From an optimization exercise on the open Yosys and OpenROAD flow, aimed at small area; shortcuts taken in it are not production practice.
At most, simulation tests tie the RTL to the original design; equivalence was not proved.
Power is estimated from default activity; no workload was simulated.

==> inputs of build 82 <==
==> flow/design.v <==
`timescale 1 ns / 1 ps
module pit_sv #(
    parameter integer C_S_AXI_ADDR_WIDTH = 4
)
(
    input logic                             s_axi_aclk,
    input logic                             s_axi_aresetn,
    input logic                             s_axi_awvalid,
    output logic                            s_axi_awready,
    input logic [C_S_AXI_ADDR_WIDTH-1:0]    s_axi_awaddr,
    input logic [2:0]                       s_axi_awprot,
    input logic                             s_axi_wvalid,
    output logic                            s_axi_wready,
    input logic [31:0]                      s_axi_wdata,
    input logic [3:0]                       s_axi_wstrb,
    output logic                            s_axi_bvalid,
    input logic                             s_axi_bready,
    output logic [1:0]                      s_axi_bresp,
    input logic                             s_axi_arvalid,
    output logic                            s_axi_arready,
    input logic [C_S_AXI_ADDR_WIDTH-1:0]    s_axi_araddr,
    input logic [2:0]                       s_axi_arprot,
    output logic [31:0]                     s_axi_rdata,
    output logic [1:0]                      s_axi_rresp,
    output logic                            s_axi_rvalid,
    input logic                             s_axi_rready,
    output logic                            irq
);
typedef enum logic [2:0] { WRITE_IDLE, WRITE_WAIT_HANDSHAKE, WRITE_WAIT_RESPONSE } write_states;
typedef enum logic [2:0] { READ_IDLE, READ_WAIT_HANDSHAKE, READ_WAIT_RESPONSE } read_states;
write_states cs_write;
read_states cs_read;
logic reset;
logic [31:0] timer_counter;
logic [31:0] control_register;
logic [31:0] delay_value_register;
logic [C_S_AXI_ADDR_WIDTH-1:0] write_address;
logic [C_S_AXI_ADDR_WIDTH-1:0] read_address;
localparam CONTROL_REG_OFFSET = 32'h00;
localparam DELAY_REG_OFFSET = 32'h04;
assign s_axi_awready = (cs_write == WRITE_WAIT_HANDSHAKE);
assign s_axi_wready = (cs_write == WRITE_WAIT_HANDSHAKE);
assign s_axi_bvalid = (cs_write == WRITE_WAIT_RESPONSE);
assign s_axi_arready = (cs_read == READ_WAIT_HANDSHAKE);
assign s_axi_rvalid = (cs_read == READ_WAIT_RESPONSE);
assign s_axi_bresp = 0;
assign s_axi_rresp = 0;
assign reset = !s_axi_aresetn;
always_ff @(posedge s_axi_aclk) begin
    if (reset) begin 
        cs_write <= WRITE_IDLE;
        delay_value_register <= 0;
        control_register <= 0;
    end
    else begin
        if (cs_write == WRITE_IDLE) begin
            if (s_axi_awvalid && s_axi_wvalid) begin
                cs_write <= WRITE_WAIT_HANDSHAKE;
                write_address <= s_axi_awaddr;
            end
            else cs_write <= cs_write;
        end
        else if (cs_write == WRITE_WAIT_HANDSHAKE) begin
            cs_write <= WRITE_WAIT_RESPONSE;
            if (write_address == CONTROL_REG_OFFSET) control_register <= s_axi_wdata;
            else delay_value_register <= s_axi_wdata;
        end
        else begin 
            if (s_axi_bvalid && s_axi_bready) cs_write <= WRITE_IDLE;
            else cs_write <= cs_write;
        end
    end
end
always_ff @(posedge s_axi_aclk) begin
    if (reset) cs_read <= READ_IDLE;
    else begin
        if (cs_read == READ_IDLE) begin 
            if (s_axi_arvalid) begin 
                cs_read <= READ_WAIT_HANDSHAKE;
                read_address <= s_axi_araddr;
            end
            else cs_read <= cs_read;
        end
        else if (cs_read == READ_WAIT_HANDSHAKE) begin
            cs_read <= READ_WAIT_RESPONSE;
            if (read_address == CONTROL_REG_OFFSET) s_axi_rdata <= control_register;
            else s_axi_rdata <= delay_value_register;
        end
        else begin
            if (s_axi_rvalid && s_axi_rready) cs_read <= READ_IDLE;
            else cs_read <= cs_read;
        end
    end
end
always_ff @(posedge s_axi_aclk) begin 
    if (reset) begin
        timer_counter <= 0;
        irq <= 0;
    end
    else begin 
        if (s_axi_wready && write_address == DELAY_REG_OFFSET) timer_counter <= s_axi_wdata - 1;
        else if (control_register[0]) begin
            if (timer_counter == 0) begin
                timer_counter <= delay_value_register -1;
                if (control_register[1]) irq <= 1;
            end
            else begin
                timer_counter <= timer_counter -1;
                irq <= 0;
            end
        end
        else timer_counter <= timer_counter;
    end
end
endmodule
`timescale 1 ns / 1 ps
module pit #(
    parameter integer C_S_AXI_ADDR_WIDTH = 4
)
(
    input wire                              s_axi_aclk,
    input wire                              s_axi_aresetn,
    input wire                              s_axi_awvalid,
    output wire                             s_axi_awready,
    input wire [C_S_AXI_ADDR_WIDTH-1:0]     s_axi_awaddr,
    input wire [2:0]                        s_axi_awprot,
    input wire                              s_axi_wvalid,
    output wire                             s_axi_wready,
    input wire [31:0]                       s_axi_wdata,
    input wire [3:0]                        s_axi_wstrb,
    output wire                             s_axi_bvalid,
    input wire                              s_axi_bready,
    output wire [1:0]                       s_axi_bresp,
    input wire                              s_axi_arvalid,
    output wire                             s_axi_arready,
    input wire [C_S_AXI_ADDR_WIDTH-1:0]     s_axi_araddr,
    input wire [2:0]                        s_axi_arprot,
    output wire [31:0]                      s_axi_rdata,
    output wire [1:0]                       s_axi_rresp,
    output wire                             s_axi_rvalid,
    input wire                              s_axi_rready,
    output wire                             irq
);
	pit_sv 
        #(.C_S_AXI_ADDR_WIDTH(C_S_AXI_ADDR_WIDTH))
    pit_sv_inst (    
    .s_axi_aclk(s_axi_aclk),
    .s_axi_aresetn(s_axi_aresetn),
    .s_axi_awvalid(s_axi_awvalid),
    .s_axi_awready(s_axi_awready),
    .s_axi_awaddr(s_axi_awaddr),
    .s_axi_awprot(s_axi_awprot),
    .s_axi_wvalid(s_axi_wvalid),
    .s_axi_wready(s_axi_wready),
    .s_axi_wdata(s_axi_wdata),
    .s_axi_wstrb(s_axi_wstrb),
    .s_axi_bvalid(s_axi_bvalid),
    .s_axi_bready(s_axi_bready),
    .s_axi_bresp(s_axi_bresp),
    .s_axi_arvalid(s_axi_arvalid),
    .s_axi_arready(s_axi_arready),
    .s_axi_araddr(s_axi_araddr),
    .s_axi_arprot(s_axi_arprot),
    .s_axi_rdata(s_axi_rdata),
    .s_axi_rresp(s_axi_rresp),
    .s_axi_rvalid(s_axi_rvalid),
    .s_axi_rready(s_axi_rready),
    .irq(irq)
	);
endmodule
==> flow/run.sh <==
#!/bin/bash
# synth_recipe.tcl (not shown) runs the flow's synth.tcl, then flattens the netlist and writes it again
# the make line also repeats each setting of config.mk as NAME=value (left out here)
make -C /OpenROAD-flow-scripts/flow DESIGN_CONFIG=/design/flow/config.mk WORK_HOME=/design/flow/orfs CLKGATE_MAP_FILE= SYNTH_SCRIPT=/design/flow/synth_recipe.tcl finish
==> flow/config.mk <==
export PLATFORM = sky130hd
export DESIGN_NAME = pit
export DESIGN_NICKNAME = pit
export VERILOG_FILES = /design/flow/design.v
export SDC_FILE = /design/flow/constraint.sdc
export NUM_CORES = 4
export LEC_CHECK = 0
export CAP_MARGIN = 20
export CORE_MARGIN = 2
export CORE_UTILIZATION = 40
export SLEW_MARGIN = 20
==> flow/constraint.sdc <==
create_clock -name core_clock -period 10.0 [get_ports {s_axi_aclk}]
set_input_delay 2.0000 -clock core_clock [delete_from_list [all_inputs] [get_ports {s_axi_aclk}]]
set_output_delay 2.0000 -clock core_clock [all_outputs]
set_load 0.01 [all_outputs]
==> build 81: changes against build 82 <==
--- a/flow/design.v
+++ b/flow/design.v
@@ -27,88 +27,70 @@
     output logic                            irq
 );
-typedef enum logic [2:0] { WRITE_IDLE, WRITE_WAIT_HANDSHAKE, WRITE_WAIT_RESPONSE } write_states;
-typedef enum logic [2:0] { READ_IDLE, READ_WAIT_HANDSHAKE, READ_WAIT_RESPONSE } read_states;
-write_states cs_write;
-read_states cs_read;
-logic reset;
-logic [31:0] timer_counter;
-logic [31:0] control_register;
-logic [31:0] delay_value_register;
-logic [C_S_AXI_ADDR_WIDTH-1:0] write_address;
-logic [C_S_AXI_ADDR_WIDTH-1:0] read_address;
-localparam CONTROL_REG_OFFSET = 32'h00;
-localparam DELAY_REG_OFFSET = 32'h04;
-assign s_axi_awready = (cs_write == WRITE_WAIT_HANDSHAKE);
-assign s_axi_wready = (cs_write == WRITE_WAIT_HANDSHAKE);
-assign s_axi_bvalid = (cs_write == WRITE_WAIT_RESPONSE);
-assign s_axi_arready = (cs_read == READ_WAIT_HANDSHAKE);
-assign s_axi_rvalid = (cs_read == READ_WAIT_RESPONSE);
-assign s_axi_bresp = 0;
-assign s_axi_rresp = 0;
-assign reset = !s_axi_aresetn;
+logic rst;
+logic w_hs, w_resp, r_hs, r_resp;
+logic ctrl_z, dly_z, cnt_z;           
+logic [31:0] ctrl, dly;
+assign rst = !s_axi_aresetn;
+assign s_axi_awready = w_hs;
+assign s_axi_wready  = w_hs;
+assign s_axi_bvalid  = w_resp;
+assign s_axi_arready = r_hs;
+assign s_axi_rvalid  = r_resp;
+assign s_axi_bresp = 2'b00;
+assign s_axi_rresp = 2'b00;
+wire w_ctrl = w_hs && (s_axi_awaddr == 4'h0);
+wire w_dly  = w_hs && (s_axi_awaddr != 4'h0);
+wire w_cnt  = w_hs && (s_axi_awaddr == 4'h4);
+wire en0 = ctrl[0] && !ctrl_z;
+wire en1 = ctrl[1] && !ctrl_z;
 always_ff @(posedge s_axi_aclk) begin
-    if (reset) begin 
-        cs_write <= WRITE_IDLE;
-        delay_value_register <= 0;
-        control_register <= 0;
-    end
-    else begin
-        if (cs_write == WRITE_IDLE) begin
-            if (s_axi_awvalid && s_axi_wvalid) begin
-                cs_write <= WRITE_WAIT_HANDSHAKE;
-                write_address <= s_axi_awaddr;
-            end
-            else cs_write <= cs_write;
-        end
-        else if (cs_write == WRITE_WAIT_HANDSHAKE) begin
-            cs_write <= WRITE_WAIT_RESPONSE;
-            if (write_address == CONTROL_REG_OFFSET) control_register <= s_axi_wdata;
-            else delay_value_register <= s_axi_wdata;
-        end
-        else begin 
-            if (s_axi_bvalid && s_axi_bready) cs_write <= WRITE_IDLE;
-            else cs_write <= cs_write;
-        end
+    if (rst) begin
+        w_hs <= 1'b0; w_resp <= 1'b0;
+        r_hs <= 1'b0; r_resp <= 1'b0;
+    end else begin
+        w_hs   <= !w_hs && !w_resp && s_axi_awvalid && s_axi_wvalid;
+        w_resp <= w_hs || (w_resp && !s_axi_bready);
+        r_hs   <= !r_hs && !r_resp && s_axi_arvalid;
+        r_resp <= r_hs || (r_resp && !s_axi_rready);
     end
 end
 always_ff @(posedge s_axi_aclk) begin
-    if (reset) cs_read <= READ_IDLE;
-    else begin
-        if (cs_read == READ_IDLE) begin 
-            if (s_axi_arvalid) begin 
-                cs_read <= READ_WAIT_HANDSHAKE;
-                read_address <= s_axi_araddr;
-            end
-            else cs_read <= cs_read;
-        end
-        else if (cs_read == READ_WAIT_HANDSHAKE) begin
-            cs_read <= READ_WAIT_RESPONSE;
-            if (read_address == CONTROL_REG_OFFSET) s_axi_rdata <= control_register;
-            else s_axi_rdata <= delay_value_register;
-        end
-        else begin
-            if (s_axi_rvalid && s_axi_rready) cs_read <= READ_IDLE;
-            else cs_read <= cs_read;
-        end
+    if (w_ctrl) ctrl <= s_axi_wdata;
+    if (w_dly)  dly  <= s_axi_wdata;
+end
+always_ff @(posedge s_axi_aclk) begin
+    if (rst) begin
+        ctrl_z <= 1'b1; dly_z <= 1'b1; cnt_z <= 1'b1;
+    end else begin
+        if (w_ctrl) ctrl_z <= 1'b0;
+        if (w_dly)  dly_z  <= 1'b0;
+        if (w_cnt || en0) cnt_z <= 1'b0;
     end
 end
-always_ff @(posedge s_axi_aclk) begin 
-    if (reset) begin
-        timer_counter <= 0;
-        irq <= 0;
-    end
-    else begin 
-        if (s_axi_wready && write_address == DELAY_REG_OFFSET) timer_counter <= s_axi_wdata - 1;
-        else if (control_register[0]) begin
-            if (timer_counter == 0) begin
-                timer_counter <= delay_value_register -1;
-                if (control_register[1]) irq <= 1;
-            end
-            else begin
-                timer_counter <= timer_counter -1;
-                irq <= 0;
-            end
-        end
-        else timer_counter <= timer_counter;
+logic [31:0] rdata_n;
+wire rd_c = !r_resp && (s_axi_araddr == 4'h0) && !ctrl_z;
+wire rd_d = !r_resp && (s_axi_araddr != 4'h0) && !dly_z;
+assign s_axi_rdata = ~rdata_n;
+always_ff @(posedge s_axi_aclk)
+    rdata_n <= ~(({32{rd_c}} & ctrl) | ({32{rd_d}} & dly) | ({32{r_resp}} & s_axi_rdata));
+logic [31:0] cnt_n;
+wire zero = cnt_z || (cnt_n == 32'hFFFF_FFFE);
+wire ld_w = w_cnt;                                
+wire ld_r = !w_cnt && en0 && zero && !dly_z;      
+wire dec  = !w_cnt && !(en0 && zero);             
+wire [32:0] brw;                                  
+assign brw[0] = !w_cnt && en0 && !zero;
+genvar i;
+generate for (i = 0; i < 32; i = i + 2) begin : g_cnt
+    assign brw[i+1] = brw[i] && cnt_n[i];
+    assign brw[i+2] = brw[i] && (cnt_n[i] && cnt_n[i+1]);
+end endgenerate
+always_ff @(posedge s_axi_aclk)
+    cnt_n <= ~(({32{ld_w}} & s_axi_wdata) | ({32{ld_r}} & dly) | ({32{dec}} & ~(cnt_n ^ brw[31:0])));
+always_ff @(posedge s_axi_aclk) begin
+    if (rst) irq <= 1'b0;
+    else if (!w_cnt && en0) begin
+        if (zero) irq <= irq || en1;
+        else irq <= 1'b0;
     end
 end
==> flow/flow/run.sh (new file) <==
#!/bin/bash
set -o pipefail
export BUFFER_PORTS_ARGS="-buffer_cell sky130_fd_sc_hd__buf_1"
export CTS_ARGS="-sink_clustering_enable -repair_clock_nets -dont_use_dummy_load -buf_list {sky130_fd_sc_hd__clkbuf_4}"
bash standard.sh > standard.log 2>&1
==> flow/standard.sh (new file) <==
#!/bin/bash
# synth_recipe.tcl (not shown) runs the flow's synth.tcl, then flattens the netlist and writes it again
# the make line also repeats each setting of config.mk as NAME=value (left out here)
make -C /OpenROAD-flow-scripts/flow DESIGN_CONFIG=/design/flow/config.mk WORK_HOME=/design/flow/orfs CLKGATE_MAP_FILE= SYNTH_SCRIPT=/design/flow/synth_recipe.tcl "${@:-finish}"
removed: flow/run.sh
==> comparison table <==
Global placer's final weighted congestion: build 82 0.834; build 81 0.787
Effective utilization at floorplan: build 82 40.8%; build 81 40.8%
Syn_area_per_cell: build 82 9.33 sq um; build 81 12.6 sq um
Area share of and/or/nand/nor cells after synthesis: build 82 18.8%; build 81 7.75%
Power of the combinational group: build 82 0.000193 W; build 81 0.000117 W
Area leader, netlist: build 82 sky130_fd_sc_hd__dfxtp_1; build 81 sky130_fd_sc_hd__edfxtp_1
Number of enable-type register cells in the synthesized netlist: build 82 40; build 81 64
Destination of the worst hold path: build 82 pit_sv_inst.control_register[11]; build 81 pit_sv_inst.rdata_n[17]
Most common cell after layout, fill and taps aside: build 82 sky130_fd_sc_hd__nand2_1; build 81 sky130_fd_sc_hd__buf_1
Largest net degree at the start of global routing: build 82 85; build 81 38
Required time worst endpoint: build 82 10.31 ns; build 81 10.35 ns
Global Route met2 Usage: build 82 33.6%; build 81 27.4%
Run status: build 82 complete, no violations; build 81 complete, no violations
Synth Area in XOR/XNOR: build 82 1.04%; build 81 5.21%
Setup WS post-layout: build 82 4.83 ns; build 81 6.20 ns
Root Buffer: build 82 sky130_fd_sc_hd__clkbuf_16; build 81 sky130_fd_sc_hd__clkbuf_4
Pwr Total: build 82 0.00142 W; build 81 0.00103 W
Power in sequential cells: build 82 0.000608 W; build 81 0.000666 W
Total power per unit cell area: build 82 171 nW/um^2; build 81 170 nW/um^2
Count of cell instances traversed by the critical path: build 82 10; build 81 5
Function not checked in build 81: the RTL went through the layout flow alone.

## static timing again, ports no longer ideal
No port has a modelled driver above. Below, the same layouts with a new extraction and two added sets of constraints.
Step 1, drivers: a clkbuf_16 drives s_axi_aclk and a buf_2 each remaining input, both assumed.
Step 2 times the ports against the registers' clock, not the clock port: input delays grow and output delays shrink by t, the midpoint of the rising clock arrivals with the driver on.
Three values: ideal, step 1, step 2; two values: the first two.
run | t, ns | setup WS [ns] | worst setup path at the end
build 82 | 0.472 | 4.835 / 4.852 / 4.380 | input to register
build 81 | 0.541 | 6.197 / 6.202 / 5.661 | input to register
After both steps setup and hold are still met in every run listed. The setup slack of build 81, which loses most, moves by +0.005 ns with the drivers and by -0.536 ns with both steps.
